This is an optimization exercise on Yosys and OpenROAD, whose aim is small area, a short achievable clock period and few clock cycles, not a production implementation. The RTL was checked by simulation tests, not by an equivalence proof against the original design. Power and IR drop assume default switching activity.

// JAM
module JAM (
input CLK,
input RST,
output reg [2:0] W,
output reg [2:0] J,
input [6:0] Cost,
output reg [3:0] MatchCount,
output reg [9:0] MinCost,
output reg Valid );
function [1:0] cmp8;
  input [7:0] p;
  input [7:0] q;
  reg [7:0] x, g;
  reg l;
  integer k;
  begin
    x = p ^ q;
    g = ~p & q;
    l = 1'b0;
    for (k = 0; k < 8; k = k + 1) l = g[k] | (~x[k] & l);
    cmp8 = {l, ~|x};
  end
endfunction
function [1:0] cmp9;
  input [8:0] p;
  input [8:0] q;
  reg [8:0] x, g;
  reg l;
  integer k;
  begin
    x = p ^ q;
    g = ~p & q;
    l = 1'b0;
    for (k = 0; k < 9; k = k + 1) l = g[k] | (~x[k] & l);
    cmp9 = {l, ~|x};
  end
endfunction
function [1:0] cmp10;
  input [9:0] p;
  input [9:0] q;
  reg [9:0] x, g;
  reg l;
  integer k;
  begin
    x = p ^ q;
    g = ~p & q;
    l = 1'b0;
    for (k = 0; k < 10; k = k + 1) l = g[k] | (~x[k] & l);
    cmp10 = {l, ~|x};
  end
endfunction
function [3:0] mul16;
  input [3:0] a;
  input [3:0] b;
  begin
    case ({a, b})
      8'd0: mul16 = 4'd0;
      8'd1: mul16 = 4'd0;
      8'd2: mul16 = 4'd0;
      8'd3: mul16 = 4'd0;
      8'd4: mul16 = 4'd0;
      8'd5: mul16 = 4'd0;
      8'd6: mul16 = 4'd0;
      8'd7: mul16 = 4'd0;
      8'd8: mul16 = 4'd0;
      8'd9: mul16 = 4'd0;
      8'd10: mul16 = 4'd0;
      8'd11: mul16 = 4'd0;
      8'd12: mul16 = 4'd0;
      8'd13: mul16 = 4'd0;
      8'd14: mul16 = 4'd0;
      8'd15: mul16 = 4'd0;
      8'd16: mul16 = 4'd0;
      8'd17: mul16 = 4'd1;
      8'd18: mul16 = 4'd2;
      8'd19: mul16 = 4'd3;
      8'd20: mul16 = 4'd4;
      8'd21: mul16 = 4'd5;
      8'd22: mul16 = 4'd6;
      8'd23: mul16 = 4'd7;
      8'd24: mul16 = 4'd8;
      8'd25: mul16 = 4'd9;
      8'd26: mul16 = 4'd10;
      8'd27: mul16 = 4'd11;
      8'd28: mul16 = 4'd12;
      8'd29: mul16 = 4'd13;
      8'd30: mul16 = 4'd14;
      8'd31: mul16 = 4'd15;
      8'd32: mul16 = 4'd0;
      8'd33: mul16 = 4'd2;
      8'd34: mul16 = 4'd4;
      8'd35: mul16 = 4'd6;
      8'd36: mul16 = 4'd8;
      8'd37: mul16 = 4'd10;
      8'd38: mul16 = 4'd12;
      8'd39: mul16 = 4'd14;
      8'd40: mul16 = 4'd0;
      8'd41: mul16 = 4'd2;
      8'd42: mul16 = 4'd4;
      8'd43: mul16 = 4'd6;
      8'd44: mul16 = 4'd8;
      8'd45: mul16 = 4'd10;
  ...
For scale: about 7100 cells after synthesis, roughly 1500 flip-flops, ~30 I/O pins, about 0.064 mm^2 of cells after synthesis.
==> flow/config.mk <==
export PLATFORM = sky130hd
export DESIGN_NAME = JAM
export DESIGN_NICKNAME = JAM
export VERILOG_FILES = /design/flow/design.v
export SDC_FILE = /design/flow/constraint.sdc
export NUM_CORES = 4
export LEC_CHECK = 0
export ABC_AREA = 1
export CAP_MARGIN = 20
export CORE_MARGIN = 2
export CORE_UTILIZATION = 40
export PLACE_DENSITY = 0.7
export SETUP_SLACK_MARGIN = 2.8
export SLEW_MARGIN = 20
export TNS_END_PERCENT = 100
==> flow/constraint.sdc <==
create_clock -name core_clock -period 5.0 [get_ports {CLK}]
set_input_delay 1.0000 -clock core_clock [delete_from_list [all_inputs] [get_ports {CLK}]]
set_output_delay 1.0000 -clock core_clock [all_outputs]
set_load 0.01 [all_outputs]
run.sh (not shown) runs the stock make flow with config.mk's settings and CLKGATE_MAP_FILE= SYNTH_SCRIPT=/design/flow/synth_recipe.tcl, a recipe that flattens the netlist after the stock synthesis.
The first run completed without violations.
Testbench counts at the start, summed over its fixed seeds: cycles 5,392.
Next try:
--- a/flow/config.mk
+++ b/flow/config.mk
@@ -11,3 +11,3 @@
 export CORE_UTILIZATION = 40
-export PLACE_DENSITY = 0.7
+export PLACE_DENSITY = 0.75
 export SETUP_SLACK_MARGIN = 2.8
Effect: The new run passed the timing, DRC and antenna checks. Setup slack hardly moves. Flip-flop and latch count stays the same. Synthesized cell count does not change. Core utilization stays flat. Non-clock buffer count came out lower by 5. Combinational power stays flat. Sequential power is about the same. Final area hardly moves. Via count increases by about 1.1%. Wire length increases by 0.59%. Clock-buffer cell count went down by 7.

---

## job 2774
Starting RTL as in the previous note.
## JAM
module JAM (
input CLK,
input RST,
output reg [2:0] W,
output reg [2:0] J,
input [6:0] Cost,
output reg [3:0] MatchCount,
output reg [9:0] MinCost,
output reg Valid );
Settings: LEC_CHECK=0, ABC_AREA=1, CAP_MARGIN=20, CORE_MARGIN=2, CORE_UTILIZATION=40, CTS_CLUSTER_DIAMETER=60, CTS_CLUSTER_SIZE=10, PLACE_DENSITY=0.7, SETUP_SLACK_MARGIN=2.8, SLEW_MARGIN=20, TNS_END_PERCENT=100; clock period 5.0 ns.
Job 2774 finished all stages; the layout is clean.
Testbench counts of job 2774, summed over its fixed seeds: cycles 5,392.
The inputs of job 2053 differ from those of job 2774 as listed below.
- CTS_CLUSTER_DIAMETER no longer set, was 60
- CTS_CLUSTER_SIZE no longer set, was 10
- SETUP_SLACK_MARGIN now 2.9, was 2.8
Notes after the runs:
Job 2053 ended with every stage complete and zero timing, DRC or antenna violations.
Changes observed in job 2053 relative to job 2774: least setup slack across all paths after layout moved down, number of DRC markers after the initial detailed-route iteration moved down, post-layout total power +3.6%.
The end of the critical path comes out J[0] in one run and Valid in the other, namely in job 2053 and job 2774 respectively.
## Diff of input files: job 5272 against job 2053
- SETUP_SLACK_MARGIN: 2.9 -> 2.8
- GPL_ROUTABILITY_DRIVEN: unset -> 0
- CTS_CLUSTER_DIAMETER: unset -> 150
- CTS_CLUSTER_SIZE: unset -> 25
==> run summary <==
- Register area: job 2053 vs job 5272, no meaningful difference
- Where final non-filler cell area is concerned, job 2053 is outperformed by job 5272.
- Relative to job 2053, detailed-route wire length has decreased by 4.8% in job 5272.
- Logic depth of the worst path, buffers included in job 5272 is 13 higher than in job 2053
- Re initial core utilization: no difference whatsoever between job 5272 and job 2053.
- Minimum clock period on job 5272 is ahead of job 2053.
- Headroom to the max-slew limit, job 2053 and job 5272: smaller value in job 2053
- Taking job 2053 as the reference point, the part of the power in combinational logic of job 5272 rises by 4.7 points.
- [job 5272] fmax rose 1.3% relative to job 2053
- Total power of the final layout, job 2053 and job 5272, lower one = job 5272.
The inputs of job 6563 differ from those of job 5272 as listed below.
- GPL_ROUTABILITY_DRIVEN no longer set, was 0
- CORE_UTILIZATION now 50, was 40
==> run summary <==
In job 6563, clock power is lower than in job 5272.
First-pass iteration count of the detailed router | job 6563 above job 5272
Global routing met2 resource utilization, job 6563 and job 5272: lower on job 5272
Compared with job 5272, the router placed fewer vias in job 6563.
Summary — critical path depth, job 6563 relative to job 5272: lower, by 1.
Worst setup slack before clock tree synthesis, job 6563 and job 5272: larger value in job 6563
Delta (job 6563 minus job 5272): number of non-clock buffers in the layout fell by about 22%, met1 track demand over resource in global routing rose by 6.7 points, total power fell by 0.71 mW, worst hold slack rose by 0.017 ns.
Setup changes, job 6563 to job 2179
- SETUP_SLACK_MARGIN now 2.75, was 2.8
- CORE_UTILIZATION now 40, was 50
==> run summary <==
Sort job 6563 and job 2179 by final setup slack of the worst path, descending, and job 6563 comes first. In the reports for job 6563 and job 2179, the smaller layout overhead on the synthesized area belongs to job 6563. [job 2179] power share of the clock group rose 0.2 points relative to job 6563.

---

JAM again, from the RTL that the note above started with.
Settings: LEC_CHECK=0, ABC_AREA=1, CAP_MARGIN=20, CORE_MARGIN=2, CORE_UTILIZATION=40, CTS_CLUSTER_DIAMETER=150, CTS_CLUSTER_SIZE=25, PLACE_DENSITY=0.7, SETUP_SLACK_MARGIN=2.8, SLEW_MARGIN=20, TNS_END_PERCENT=100; clock period 5.0 ns.
Testbench counts at the start, summed over its fixed seeds: cycles 5,392.
Edit:
--- a/flow/config.mk
+++ b/flow/config.mk
@@ -14 +14 @@
-export PLACE_DENSITY = 0.7
+export PLACE_DENSITY = 0.65
The new run passed the timing, DRC and antenna checks.
Sequential power barely changes.
Count of clock-buffer cells in the layout decreases by 3.
Design area is about the same.
Die area is unchanged.
First-iteration DRC count is lower by 17%.
Sequential share of layout area is about the same.
Power hardly moves.
Final cell count stays flat.
Non-clock buffer count decreases by 3.
Setup slack is worse by 0.010 ns.
Register-to-register slack gets worse by 0.02 ns.
Edit:
--- a/flow/config.mk
+++ b/flow/config.mk
@@ -12,4 +12 @@
-export CTS_CLUSTER_DIAMETER = 150
-export CTS_CLUSTER_SIZE = 25
-export PLACE_DENSITY = 0.65
-export SETUP_SLACK_MARGIN = 2.8
+export SETUP_SLACK_MARGIN = 2.7
=> The changed run produced a clean layout. Worst setup slack is worse by 0.081 ns. Combinational power stays flat. Hold slack is worse by 0.014 ns. Wire length goes up by 1.9%.
Edit:
--- a/flow/config.mk
+++ b/flow/config.mk
@@ -12 +12,4 @@
-export SETUP_SLACK_MARGIN = 2.7
+export CTS_CLUSTER_DIAMETER = 150
+export CTS_CLUSTER_SIZE = 25
+export PLACE_DENSITY = 0.7
+export SETUP_SLACK_MARGIN = 2.9
Outcome:
- total power went down by a little under a tenth
- register-to-register slack gains 0.13 ns
- die area does not change
- count of clock-buffer cells in the layout shrinks by 125
- worst setup slack improved by 0.054 ns
- area after synthesis does not change
- global-route usage decreases by 0.76 points
- critical path depth went down by 6
- hold slack gets better by 0.021 ns
- routed wire length falls slightly
Edit:
--- a/flow/config.mk
+++ b/flow/config.mk
@@ -12 +12 @@
-export CTS_CLUSTER_DIAMETER = 150
+export CTS_CLUSTER_DIAMETER = 100
@@ -15 +15 @@
-export SETUP_SLACK_MARGIN = 2.9
+export SETUP_SLACK_MARGIN = 2.8
Result:
- The new run completed with no timing, DRC or antenna violations
- power decreases by 2.0%
- synthesized cell count does not change
- sequential power hardly moves
- die area is unchanged
- cell count is about the same

[port drivers added, routing unchanged]
No port has a modelled driver above. Below, the same layouts with a new extraction and two added sets of constraints. Step 1 assumes that a clkbuf_16 drives the clock port and a buf_2 every other input. Step 2 times the ports against the registers' clock, not the clock port: input delays grow and output delays shrink by t, the midpoint of the rising clock arrivals with the driver on. Slacks: ideal / step 1 / step 2; pairs: ideal / step 1.
| run | t, ns | setup WS [ns] | worst register clock-pin slew, ns |
|---|---|---|---|
| the first run of note 1 | 0.858 | 2.751 / 2.676 / 2.615 | 0.07 / 0.07 |
| the second run of note 1 | 0.855 | 2.750 / 2.671 / 2.604 | 0.07 / 0.07 |
| job 2774 | 0.863 | 2.739 / 2.663 / 2.605 | 0.06 / 0.06 |
| job 2053 | 0.853 | 2.730 / 2.652 / 2.299 | 0.07 / 0.07 |
| job 5272 | 0.771 | 2.758 / 2.746 / 2.477 | 0.11 / 0.11 |
| job 6563 | 0.747 | 2.820 / 2.767 / 2.650 | 0.11 / 0.11 |
| job 2179 | 0.769 | 2.764 / 2.739 / 2.619 | 0.11 / 0.11 |
| the first run of note 3 | 0.769 | 2.832 / 2.751 / 2.622 | 0.11 / 0.11 |
| the second run of note 3 | 0.783 | 2.821 / 2.744 / 2.385 | 0.11 / 0.11 |
| the third run of note 3 | 0.861 | 2.740 / 2.671 / 2.546 | 0.07 / 0.07 |
| the fourth run of note 3 | 0.780 | 2.794 / 2.716 / 2.301 | 0.11 / 0.11 |
| the fifth run of note 3 | 0.778 | 2.824 / 2.751 / 2.607 | 0.10 / 0.10 |
After both steps every run listed still meets setup and hold. The setup slack of the fourth run of note 3, which loses most, moves by -0.078 ns with the drivers and by -0.493 ns with both steps. Setup slack includes reset recovery checks.
